Context: an optimization exercise on an open-source flow, tuned for small area, a short achievable clock period and few clock cycles per item. The choices shown serve that exercise and are no tape-out recipe. The RTL was checked by simulation tests, not by an equivalence proof against the original design. Power figures rest on the tool's default switching activity, not on a simulated workload.

[run.sh]
#!/bin/bash
# synth_recipe.tcl (not shown) runs the flow's synth.tcl, then flattens the netlist and writes it again
# the make line also repeats each setting of config.mk as NAME=value (left out here)
make -C /OpenROAD-flow-scripts/flow DESIGN_CONFIG=/design/flow/config.mk WORK_HOME=/design/flow/orfs CLKGATE_MAP_FILE= SYNTH_SCRIPT=/design/flow/synth_recipe.tcl finish
[design.v]
parameter   WORD_WIDTH = 32,
            MSG_BLOCK_SIZE = 512;
function [31:0] sigma0 (input [31:0] w);
    sigma0 = ({w[7 - 1 : 0], w[31 : 7]}) ^ ({w[18 - 1 : 0], w[31 : 18]}) ^ (w >> 3);
endfunction
function [31:0] sigma1 (input [31:0] w);
    sigma1 = {w[17 - 1 : 0], w[31 : 17]} ^ {w[19 - 1 : 0], w[31 : 19]} ^ (w >> 10);
endfunction
function [31:0] SIGMA0 (input [31:0] w);
    SIGMA0 = {w[2 - 1 : 0], w[31 : 2]} ^ {w[13 - 1 : 0], w[31 : 13]} ^ {w[22 - 1 : 0], w[31 : 22]};
endfunction
function [31:0] SIGMA1 (input [31:0] w);
    SIGMA1 = ({w[6 - 1 : 0], w[31 : 6]}) ^ ({w[11 - 1 : 0], w[31 : 11]}) ^ ({w[25 - 1 : 0], w[31 : 25]});
endfunction
function [31:0] ch;
    input [31:0] x;
    input [31:0] y;
    input [31:0] z;
    ch = (x & y) ^ (~x & z);
endfunction
function [31:0] maj;
    input [31:0] x;
    input [31:0] y;
    input [31:0] z;
    maj = (x & y) ^ (x & z) ^ (y & z);
endfunction
`timescale 1ns / 1ps
module reg_delay #(parameter WIDTH = 32, NUM_DELAYS = 4) (
    output [WIDTH - 1 : 0] out,
    input clk,
    input [WIDTH - 1 : 0] in
    );
    reg [WIDTH - 1 : 0] delay [NUM_DELAYS - 1 : 0];
    assign out = delay[NUM_DELAYS - 1];
    integer i;
    always @(posedge clk) begin
        delay[0] <= in;
        for (i = 0; i < NUM_DELAYS - 1; i = i + 1) begin
            delay[i + 1] <= delay[i];
        end
    end
endmodule
`timescale 1ns / 1ps
module rom #(parameter WORD_WIDTH = 32, NUM_WORDS = 4, FILE = "default.mem") (
    output reg [WORD_WIDTH - 1 : 0] out,
    input [$clog2(NUM_WORDS) - 1 : 0] addr
    );
    always @(*) begin
        case (addr)
            6'd0: out = 32'h428a2f98;
            6'd1: out = 32'h71374491;
            6'd2: out = 32'hb5c0fbcf;
            6'd3: out = 32'he9b5dba5;
            6'd4: out = 32'h3956c25b;
            6'd5: out = 32'h59f111f1;
            6'd6: out = 32'h923f82a4;
            6'd7: out = 32'hab1c5ed5;
            6'd8: out = 32'hd807aa98;
            6'd9: out = 32'h12835b01;
            6'd10: out = 32'h243185be;
            6'd11: out = 32'h550c7dc3;
            6'd12: out = 32'h72be5d74;
            6'd13: out = 32'h80deb1fe;
            6'd14: out = 32'h9bdc06a7;
            6'd15: out = 32'hc19bf174;
            6'd16: out = 32'he49b69c1;
            6'd17: out = 32'hefbe4786;
            6'd18: out = 32'h0fc19dc6;
            6'd19: out = 32'h240ca1cc;
            6'd20: out = 32'h2de92c6f;
            6'd21: out = 32'h4a7484aa;
            6'd22: out = 32'h5cb0a9dc;
            6'd23: out = 32'h76f988da;
            6'd24: out = 32'h983e5152;
            6'd25: out = 32'ha831c66d;
            6'd26: out = 32'hb00327c8;
            6'd27: out = 32'hbf597fc7;
            6'd28: out = 32'hc6e00bf3;
            6'd29: out = 32'hd5a79147;
            6'd30: out = 32'h06ca6351;
            6'd31: out = 32'h14292967;
            6'd32: out = 32'h27b70a85;
            6'd33: out = 32'h2e1b2138;
            6'd34: out = 32'h4d2c6dfc;
            6'd35: out = 32'h53380d13;
            6'd36: out = 32'h650a7354;
            6'd37: out = 32'h766a0abb;
            6'd38: out = 32'h81c2c92e;
            6'd39: out = 32'h92722c85;
            6'd40: out = 32'ha2bfe8a1;
            6'd41: out = 32'ha81a664b;
            6'd42: out = 32'hc24b8b70;
            6'd43: out = 32'hc76c51a3;
            6'd44: out = 32'hd192e819;
            6'd45: out = 32'hd6990624;
            6'd46: out = 32'hf40e3585;
            6'd47: out = 32'h106aa070;
            6'd48: out = 32'h19a4c116;
            6'd49: out = 32'h1e376c08;
            6'd50: out = 32'h2748774c;
            6'd51: out = 32'h34b0bcb5;
            6'd52: out = 32'h391c0cb3;
            6'd53: out = 32'h4ed8aa4a;
            6'd54: out = 32'h5b9cca4f;
            6'd55: out = 32'h682e6ff3;
            6'd56: out = 32'h748f82ee;
            6'd57: out = 32'h78a5636f;
            6'd58: out = 32'h84c87814;
            6'd59: out = 32'h8cc70208;
            6'd60: out = 32'h90befffa;
            6'd61: out = 32'ha4506ceb;
            6'd62: out = 32'hbef9a3f7;
            6'd63: out = 32'hc67178f2;
            default: out = 32'h00000000;
        endcase
    end
endmodule
module scheduler (
    output [31:0] sch_msg,
    input clk,
    input en,
    input load,
    input [31:0] msg
);
parameter   WORD_WIDTH = 32,
            MSG_BLOCK_SIZE = 512;
function [31:0] sigma0 (input [31:0] w);
    sigma0 = ({w[7 - 1 : 0], w[31 : 7]}) ^ ({w[18 - 1 : 0], w[31 : 18]}) ^ (w >> 3);
endfunction
function [31:0] sigma1 (input [31:0] w);
    sigma1 = {w[17 - 1 : 0], w[31 : 17]} ^ {w[19 - 1 : 0], w[31 : 19]} ^ (w >> 10);
endfunction
function [31:0] SIGMA0 (input [31:0] w);
    SIGMA0 = {w[2 - 1 : 0], w[31 : 2]} ^ {w[13 - 1 : 0], w[31 : 13]} ^ {w[22 - 1 : 0], w[31 : 22]};
endfunction
function [31:0] SIGMA1 (input [31:0] w);
    SIGMA1 = ({w[6 - 1 : 0], w[31 : 6]}) ^ ({w[11 - 1 : 0], w[31 : 11]}) ^ ({w[25 - 1 : 0], w[31 : 25]});
endfunction
function [31:0] ch;
    input [31:0] x;
    input [31:0] y;
    input [31:0] z;
    ch = (x & y) ^ (~x & z);
endfunction
function [31:0] maj;
    input [31:0] x;
    input [31:0] y;
    input [31:0] z;
    maj = (x & y) ^ (x & z) ^ (y & z);
endfunction
;
localparam NUM_REGS = MSG_BLOCK_SIZE / WORD_WIDTH;
reg [WORD_WIDTH - 1 : 0] cir_buf [NUM_REGS - 1 : 0];
wire [31:0] sch_calc;
assign sch_msg = cir_buf[0];
assign sch_calc = sigma0(cir_buf[15 - 1]) + sigma1(cir_buf[2 - 1]) + cir_buf[7 - 1] + cir_buf[16 - 1];
always @(posedge clk) begin
    if (en) begin
        cir_buf[0] <= (load) ? msg : sch_calc;
    end
end
integer i;
always @(posedge clk) begin
    if (en) begin
        for (i = 0; i < NUM_REGS - 1; i = i + 1) begin
            cir_buf[i + 1] <= cir_buf[i];
        end
    end
end
endmodule
`timescale 1ns / 1ps
module compressor (
    output reg [31:0] A,
    output reg [31:0] B,
    output reg [31:0] C,
    output reg [31:0] D,
    output reg [31:0] E,
    output reg [31:0] F,
    output reg [31:0] G,
    output reg [31:0] H,
    input clk,
    input [31:0] hash0,
    input [31:0] hash1,
    input [31:0] hash2,
    input [31:0] hash3,
    input [31:0] hash4,
    input [31:0] hash5,
    input [31:0] hash6,
    input [31:0] hash7,
    input [31:0] w,
    input [31:0] k,
    input en,
    input init
    );
parameter   WORD_WIDTH = 32,
            MSG_BLOCK_SIZE = 512;
function [31:0] sigma0 (input [31:0] w);
    sigma0 = ({w[7 - 1 : 0], w[31 : 7]}) ^ ({w[18 - 1 : 0], w[31 : 18]}) ^ (w >> 3);
endfunction
function [31:0] sigma1 (input [31:0] w);
    sigma1 = {w[17 - 1 : 0], w[31 : 17]} ^ {w[19 - 1 : 0], w[31 : 19]} ^ (w >> 10);
endfunction
function [31:0] SIGMA0 (input [31:0] w);
    SIGMA0 = {w[2 - 1 : 0], w[31 : 2]} ^ {w[13 - 1 : 0], w[31 : 13]} ^ {w[22 - 1 : 0], w[31 : 22]};
endfunction
function [31:0] SIGMA1 (input [31:0] w);
    SIGMA1 = ({w[6 - 1 : 0], w[31 : 6]}) ^ ({w[11 - 1 : 0], w[31 : 11]}) ^ ({w[25 - 1 : 0], w[31 : 25]});
endfunction
function [31:0] ch;
    input [31:0] x;
    input [31:0] y;
    input [31:0] z;
    ch = (x & y) ^ (~x & z);
endfunction
function [31:0] maj;
    input [31:0] x;
    input [31:0] y;
    input [31:0] z;
    maj = (x & y) ^ (x & z) ^ (y & z);
endfunction
;
    wire [31:0] temp1, temp2;
    assign temp1 = H + k + w + SIGMA1(E) + ch(E, F, G);
    assign temp2 = SIGMA0(A) + maj(A, B, C);
    always @(posedge clk) begin
        if (en) begin
            if(init) begin
                A <= hash0;
                B <= hash1;
                C <= hash2;
                D <= hash3;
                E <= hash4;
                F <= hash5;
                G <= hash6;
                H <= hash7;
            end
            else begin
                A <= temp1 + temp2;
                B <= A;
                C <= B;
                D <= C;
                E <= D + temp1;
                F <= E;
                G <= F;
                H <= G;
            end
        end
    end
endmodule
`timescale 1ns / 1ps
module hasher(
    output reg [31:0] hash0,
    output reg [31:0] hash1,
    output reg [31:0] hash2,
    output reg [31:0] hash3,
    output reg [31:0] hash4,
    output reg [31:0] hash5,
    output reg [31:0] hash6,
    output reg [31:0] hash7,
    input clk,
    input [31:0] A,
    input [31:0] B,
    input [31:0] C,
    input [31:0] D,
    input [31:0] E,
    input [31:0] F,
    input [31:0] G,
    input [31:0] H,
    input wen,
    input init
    );
    wire [31:0]  new_hash0, new_hash1, new_hash2, new_hash3, 
                new_hash4, new_hash5, new_hash6, new_hash7;
    assign new_hash0 = hash0 + A;
    assign new_hash1 = hash1 + B;
    assign new_hash2 = hash2 + C;
    assign new_hash3 = hash3 + D;
    assign new_hash4 = hash4 + E;
    assign new_hash5 = hash5 + F;
    assign new_hash6 = hash6 + G;
    assign new_hash7 = hash7 + H;
    always @(posedge clk) begin
        if (wen) begin
            if (init) begin
                hash0 <= 32'h6a09e667;
                hash1 <= 32'hbb67ae85;
                hash2 <= 32'h3c6ef372;
                hash3 <= 32'ha54ff53a;
                hash4 <= 32'h510e527f;
                hash5 <= 32'h9b05688c;
                hash6 <= 32'h1f83d9ab;
                hash7 <= 32'h5be0cd19;
            end
            else begin
                hash0 <= new_hash0;
                hash1 <= new_hash1;
                hash2 <= new_hash2;
                hash3 <= new_hash3;
                hash4 <= new_hash4;
                hash5 <= new_hash5;
                hash6 <= new_hash6;
                hash7 <= new_hash7;
            end
        end
    end
endmodule
`timescale 1ns / 1ps
module sha256_update_no_padder(
    output [31:0] hash0,
    output [31:0] hash1,
    output [31:0] hash2,
    output [31:0] hash3,
    output [31:0] hash4,
    output [31:0] hash5,
    output [31:0] hash6,
    output [31:0] hash7,
    output [3:0] block_offset, 
    output reg [54:0] cur_block,
    output done,
    output reg error,
    input clk,
    input [31:0] w,
    input update,
    input en,
    input reset
    );
    localparam  STATE_IDLE = 9'd1,
                STATE_INIT0 = 9'd2,
                STATE_INIT1 = 9'd4,
                STATE_START = 9'd8,
                STATE_PREPROC_COMP = 9'd16,
                STATE_ROUND_CALC = 9'd32,
                STATE_COMP_IMD_HASH = 9'd64,
                STATE_DONE = 9'd128,
                STATE_ERROR = 9'd256;
    localparam  KVAL_ADDR_DELAY = 1,
                HASH_CONTROL_DELAY = 1,
                COMP_CONTROL_DELAY = 1,
                DONE_CONTROL_DELAY = 1;
    reg [8:0] state, next_state;
    reg [5:0] round_counter;
    reg en_round_counter;
    reg reset_round_counter;
    wire [5:0] kval_addr_delay;
    wire first_block;
    reg en_cur_block_counter;
    reg hash_wen;
    reg init_hash;
    wire [31:0]  hash0_to_comp, hash1_to_comp, hash2_to_comp, hash3_to_comp, 
                hash4_to_comp, hash5_to_comp, hash6_to_comp, hash7_to_comp;
    wire [31:0] scheduled_msg;   
    reg en_sch;
    reg load_sch;
    reg init_comp;
    reg en_comp;
    wire [31:0]  k;
    wire [31:0]  A_comp_to_hasher, 
                B_comp_to_hasher, 
                C_comp_to_hasher, 
                D_comp_to_hasher, 
                E_comp_to_hasher, 
                F_comp_to_hasher, 
                G_comp_to_hasher, 
                H_comp_to_hasher;
    wire en_comp_delayed;
    wire init_comp_delayed;
    wire done_delayed;
    reg done_control;
    assign done = done_delayed;
    assign hash0 = hash0_to_comp;
    assign hash1 = hash1_to_comp;
    assign hash2 = hash2_to_comp;
    assign hash3 = hash3_to_comp;
    assign hash4 = hash4_to_comp;
    assign hash5 = hash5_to_comp;
    assign hash6 = hash6_to_comp;
    assign hash7 = hash7_to_comp;
    assign block_offset = round_counter;
    assign first_block = (cur_block == 0);
    reg_delay #(
        .WIDTH(6),
        .NUM_DELAYS(KVAL_ADDR_DELAY)
        )
        kval_addr_delay_inst (
        .out(kval_addr_delay),
        .clk(clk),
        .in(round_counter)
        );
    reg_delay #(
        .WIDTH(2),
        .NUM_DELAYS(HASH_CONTROL_DELAY)
        )
        hash_control_delays (
            .out({hash_wen_delayed, init_hash_delayed}),
            .in({hash_wen, init_hash}),
            .clk(clk)
        ); 
    reg_delay #(
        .WIDTH(1),
        .NUM_DELAYS(DONE_CONTROL_DELAY)
        )
        done_control_delay (
            .out(done_delayed),
            .in(done_control),
            .clk(clk)
        );
    reg_delay #(
        .WIDTH(2),
        .NUM_DELAYS(COMP_CONTROL_DELAY)
        )
        comp_control_delays (
            .out({en_comp_delayed, init_comp_delayed}),
            .in({en_comp, init_comp}),
            .clk(clk)
        );
    rom #(
        .WORD_WIDTH(32),
        .NUM_WORDS(64),
        .FILE("kvals.mem")
        ) 
        kvals (
        .out(k),
        .addr(kval_addr_delay)
        );
    scheduler sch_inst (
        .sch_msg(scheduled_msg),
        .clk(clk),
        .en(en_sch),
        .load(load_sch),
        .msg(w)
        );
    compressor comp_inst (
        .A(A_comp_to_hasher),
        .B(B_comp_to_hasher),
        .C(C_comp_to_hasher),
        .D(D_comp_to_hasher),
        .E(E_comp_to_hasher),
        .F(F_comp_to_hasher),
        .G(G_comp_to_hasher),
        .H(H_comp_to_hasher),
        .clk(clk),
        .hash0(hash0_to_comp),
        .hash1(hash1_to_comp),
        .hash2(hash2_to_comp),
        .hash3(hash3_to_comp),
        .hash4(hash4_to_comp),
        .hash5(hash5_to_comp),
        .hash6(hash6_to_comp),
        .hash7(hash7_to_comp),
        .w(scheduled_msg),
        .k(k),
        .en(en_comp_delayed),
        .init(init_comp_delayed)
        );
    hasher hasher_inst (
        .hash0(hash0_to_comp),
        .hash1(hash1_to_comp),
        .hash2(hash2_to_comp),
        .hash3(hash3_to_comp),
        .hash4(hash4_to_comp),
        .hash5(hash5_to_comp),
        .hash6(hash6_to_comp),
        .hash7(hash7_to_comp),
        .clk(clk),
        .A(A_comp_to_hasher),
        .B(B_comp_to_hasher),
        .C(C_comp_to_hasher),
        .D(D_comp_to_hasher),
        .E(E_comp_to_hasher),
        .F(F_comp_to_hasher),
        .G(G_comp_to_hasher),
        .H(H_comp_to_hasher),
        .wen(hash_wen_delayed),
        .init(init_hash_delayed)
    );
    always @(posedge clk) begin
        if (reset)
            cur_block <= 0;
        else begin
            if (en_cur_block_counter)
                cur_block <= cur_block + 1;
        end
    end
    always @(posedge clk) begin
        if (reset_round_counter) 
            round_counter <= 0;
        else begin
            if (en_round_counter)
                round_counter <= round_counter + 1;
        end
    end
    always @(posedge clk) begin
        if (reset) begin
            state <= STATE_IDLE;
        end
        else begin
            if (en)
                state <= next_state;
        end
    end
    always @(*) begin
        next_state = state;
        case(state)
            STATE_IDLE: begin
                if (update)
                    next_state = STATE_INIT0;
            end
            STATE_INIT0:
                next_state = STATE_INIT1;
            STATE_INIT1:
                next_state = STATE_START;
            STATE_START:
                next_state = STATE_PREPROC_COMP;
            STATE_PREPROC_COMP: begin
                if (round_counter >= 15)
                    next_state = STATE_ROUND_CALC;
            end
            STATE_ROUND_CALC: begin
                if (round_counter == 63)
                    next_state = STATE_COMP_IMD_HASH;
            end
            STATE_COMP_IMD_HASH: 
                next_state = STATE_DONE;
            STATE_DONE: 
                next_state = STATE_IDLE;
            default:
                next_state = STATE_ERROR;        
        endcase
    end
    always @(*) begin
        en_round_counter = 0;
        reset_round_counter = 0;
        hash_wen = 0;
        init_hash = 0;
        en_sch = 0;
        load_sch = 0;
        init_comp = 0;
        en_comp = 0;
        done_control = 0;
        en_cur_block_counter = 0;
        error = 0;
        case (state)
            STATE_IDLE: begin
                reset_round_counter = 1;
            end
            STATE_INIT0: begin
                if(first_block) begin
                    hash_wen = 1;
                    init_hash = 1;
                end
            end
            STATE_INIT1: begin
                init_comp = 1;
                en_comp = 1;
            end
            STATE_START: begin
                en_sch = 1;
                load_sch = 1;
                en_comp = 1;
                en_round_counter = 1;
            end
            STATE_PREPROC_COMP: begin
                en_sch = 1;
                load_sch = 1;
                en_comp = 1;
                en_round_counter = 1;
            end
            STATE_ROUND_CALC: begin
                en_sch = 1;
                en_comp = 1;
                en_round_counter = 1;
            end
            STATE_COMP_IMD_HASH: begin
                hash_wen = 1;
            end
            STATE_DONE: begin
                done_control = 1;
                en_cur_block_counter = 1;
            end
            STATE_ERROR:
                error = 1;
            default:
                error = 1;
        endcase
    end
endmodule
[constraint.sdc]
create_clock -name core_clock -period 8.5 [get_ports {clk}]
set_input_delay 1.7000 -clock core_clock [delete_from_list [all_inputs] [get_ports {clk}]]
set_output_delay 1.7000 -clock core_clock [all_outputs]
set_load 0.01 [all_outputs]
[config.mk]
export PLATFORM = sky130hd
export DESIGN_NAME = sha256_update_no_padder
export DESIGN_NICKNAME = sha256_update_no_padder
export VERILOG_FILES = /design/flow/design.v
export SDC_FILE = /design/flow/constraint.sdc
export NUM_CORES = 4
export LEC_CHECK = 0
export CAP_MARGIN = 20
export CORE_MARGIN = 2
export CORE_UTILIZATION = 40
export SLEW_MARGIN = 20
==> flow_summary.ini <==
[status]
outcome = finished clean

[layout]
syn2layout_area_growth_pct = 15.26
layout_commonest_cell = edfxtp_1
layout-drive-gt1-share = 0.08047
layout.cells.non_filler = 8677
nets = 6983
final_cell_mix = edfxtp_1, inv_1, nand2_1

[drt]
drt_iter0_drc = 4746
wl_per_cell_um = 25.39
dr.pass1.iters = 6
vias = 48400
viasPerCell = 5.578
drtAntennaViolNets = 0
post-route-drc-count = 0
routed_wl_um = 220300

[logic_synthesis]
syn-cell-area_um2 = 67590
synth_cell_type_count = 81
synth_cells = 6036
async_flop_share = 0
syn_avg_cell_area_um2 = 11.20
syn_nets = 6662
synth_ff_type = edfxtp_1
ys_seq_elements = 1131
ys_seq_area_frac = 0.4866
yosys_warnings = 14
synth_edf_count = 1024

[power]
p_per_area_nw_per_um2 = 164.9
pwr-share-comb = 0.070
p_switching_uw = 3004
leakagePower_uw = 0.02930
seqPwrFrac = 0.478
internal_power_uw = 9843
pwr-share-clk = 0.452
switching_share = 0.2338
ir_worst_vdd_v = 0.0001824

[floorplanning]
start_util = 0.4037
num_rows = 150
die_h_um = 415.1
io_pins = 353
die_area_um2 = 172300
die_w_um = 415.1
fp.coreArea_um2 = 167400

[cts]
postCtsHoldBufs = 0
cts_sinks = 1131
path_clk_slew_ns = 0.06
postCtsSetupBuffers = 0
numCtsBuffers = 135
cts_max_level = 4
clk_path_buf_depth = 3
clk_latency_ns = 0.78
cts_resized = 0
cts_tree = yes
clk_root_buffer_cell = clkbuf_16

[worst_setup_path]
critPathMaxStageDelay_ns = 0.56
path_max_fanout = 6
crit_start = comp_inst.E[15]
reg2reg_slack_ns = 0.52
cp_data_arrival_time_ns = 8.49
path_class = flop to flop
start_kind = flop
cp_slowest_cell = fa_1
cp-end-kind = flop
path_delay_family = adder cells
reg2reg_from = comp_inst.E[15]
required_ns = 9.02
critical_path_buf_inv_count = 4
r2r-end = comp_inst.A[30]
r2r_cells = 30

[grt]
grt_max_degree = 185
grt_pass1_vias = 47520
grt_pass1_wl_um = 321400
grt-ovfl-total = 0
antenna_found_initial = 5
grt_use_total = 0.2512

[place]
routabilityCongestion = 0.9534
hpwlAfterDp_um = 166600
place_inst = 8423
io_buffers = 352

[sta]
final_hold_viol_count = 0
period_needed_ns = 7.976
grt_setup_unrepaired = no
fin_crit_sh = 0.9383
max_freq_ghz = 0.1254
tns_ns = 0
setup-violations-final = 0
maxSlewViolCount = 0
tightest_slew_ns = 1.130
worst_slew_margin_rel = 0.2468
clock_skew_ns = 0.03023

[worst_hold_path]
min_path_type = flop to flop
min_to = sch_inst.cir_buf[13][9]
hp-start = sch_inst.cir_buf[12][9]
holdPathStages = 0

[run]
cap_viol_max_count = 0
[power by group through the flow]
stage / Clock [uW] / Combinational (uW) / Sequential [uW]
final: 5800 / 903 / 6140
after global routing: 6130 / 996 / 6140
after CTS: 5920 / 895 / 6140
after detailed placement: 0 / 889 / 6260
after global placement: 0 / 878 / 6260
after floorplan: 0 / 583 / 6260
[worst register-to-register path: cells and delay by family (launching register included)]
kind / cells / cell delay, ns
simple gates: 6 / 1.07
flops: 1 / 0.54
fa+ha+maj: 6 / 2.74
xor+xnor: 3 / 0.74
buf+inv: 4 / 0.21
compound gates: 11 / 2.43
[synthesized netlist by cell type (all sizes together) (13+ instances only)]
cell / instances / area (um^2)
nor2b: 74 / 462.9
a41oi: 13 / 113.9
inv: 473 / 1775
buf: 17 / 86.33
edfxtp: 1024 / 30750
or2: 27 / 168.9
clkbuf: 212 / 795.8
ha: 395 / 4942
and2: 30 / 187.7
nor4: 37 / 231.5
maj3: 23 / 230.2
a21oi: 323 / 1617
a221oi: 14 / 122.6
a311oi: 14 / 122.6
nand2b: 53 / 331.6
a211o: 17 / 148.9
nand3: 101 / 505.5
xnor2: 361 / 3162
o21a: 59 / 442.9
a211oi: 62 / 480.5
o31ai: 28 / 210.2
mux2i: 44 / 440.4
nor3: 103 / 525.5
xor2: 224 / 1962
nand4: 36 / 225.2
dfxtp: 107 / 2142
o21bai: 38 / 285.3
nand2: 436 / 1637
mux2: 205 / 2308
fa: 195 / 3904
a31oi: 58 / 362.9
nor3b: 17 / 132.6
a21o: 156 / 1171
o21ai: 373 / 1867
o211ai: 36 / 270.3
or3: 39 / 244.0
and3: 43 / 269.0
nor2: 418 / 1569
[how the worst max path moves through the flow]
stage,to,slack [ns],depth (start not counted)
floorplan,error,1.39,7
global placement,comp_inst.A[30],0.72,30
detailed placement,comp_inst.A[30],0.63,30
CTS,comp_inst.A[30],0.56,30
global route,comp_inst.A[30],0.07,30
finish,comp_inst.A[30],0.52,30
[sequential cells by signal, summed over array words and instances (netlist names), 9 cells and up]
register	flops
hasher_inst.hash0	32
comp_inst.C	32
comp_inst.H	32
hasher_inst.hash2	32
hasher_inst.hash6	32
hasher_inst.hash1	32
comp_inst.B	32
comp_inst.k	32
comp_inst.F	32
cur_block	55
comp_inst.D	32
hasher_inst.hash7	32
comp_inst.A	32
state	9
comp_inst.E	32
hasher_inst.hash4	32
hasher_inst.hash3	32
comp_inst.G	32
sch_inst.cir_buf	512
hasher_inst.hash5	32
[kinds of logic (layout without fill, tap and decap cells)]
family | count (synthesis) | after routing | synth area share
AOI/OAI and AO/OA | 1304 | 1304 | 0.1217
other | 0 | 11 | 0
muxes | 254 | 254 | 0.04234
xor gates and xnor gates | 585 | 585 | 0.07581
and+or+nand+nor | 1444 | 1444 | 0.09976
buffers and inverters | 705 | 1131 | 0.03949
DFF | 1131 | 1131 | 0.4866
adders and majority gates | 613 | 613 | 0.1343
[layer usage]
metal,track usage,wire length (um)
met1,0.3195,91270
met2,0.4232,106800
met3,0.03115,10510
met4,0.1231,11750
met5,0,13
[final cells by class]
| type | count | area [um^2] |
|---|---|---|
| clock buffer | 178 | 3707 |
| fill | 15340 | 89510 |
| clock inverter | 64 | 655.6 |
| timing repair buffer | 413 | 4016 |
| antenna | 11 | 27.53 |
| inverter | 476 | 1789 |
| tap | 2204 | 2758 |
| sequential | 1131 | 32910 |
| multi-input combinational | 4200 | 32030 |
[stage by stage]
stage / total power (uW) / utilization / worst slack [ns] / hold WS [ns] / area (um^2)
after CTS: 12960 / 0.4651 / 0.5596 / 0.4062 / 77870
after global routing: 13270 / 0.4653 / 0.06602 / 0.4107 / 77890
final: 12850 / 0.4653 / 0.5242 / 0.4106 / 77900
after global placement: 7138 / 0.4390 / 0.7152 / 0.4000 / 73500
after detailed placement: 7148 / 0.4391 / 0.6261 / 0.4045 / 73500
after floorplan: 6841 / - / 1.390 / 0.4003 / 67590
Testbench counts, summed over its fixed seeds: cycles 18,230, blocks 262.

[port drivers added, routing unchanged]
The flow's constraints put no driver on any port. The routed layout listed below was extracted and timed again, unchanged, in two steps.
Step 1 sets driving cells, clkbuf_16 on the clock port and buf_2 on the other inputs (assumed; they add their load-dependent delay and slew).
Step 2 adds t to the input delays and takes it off the output delays; t is the mean of the earliest and latest rising clock arrival at the registers after step 1. Input paths then give back, and output paths get back, about the clock's delay inside the block.
Slacks: ideal ports / drivers / drivers and shift; pairs: ideal ports / drivers.
shift t [ns]: 0.853
setup WS [ns]: 0.524 / 0.524 / 0.524
worst setup path after step 2: register to register
pins driven straight from the clock port: 1
After both steps setup and hold are still met in this run. The setup slack of this run moves by 0.000 ns with the drivers and by 0.000 ns with both steps.
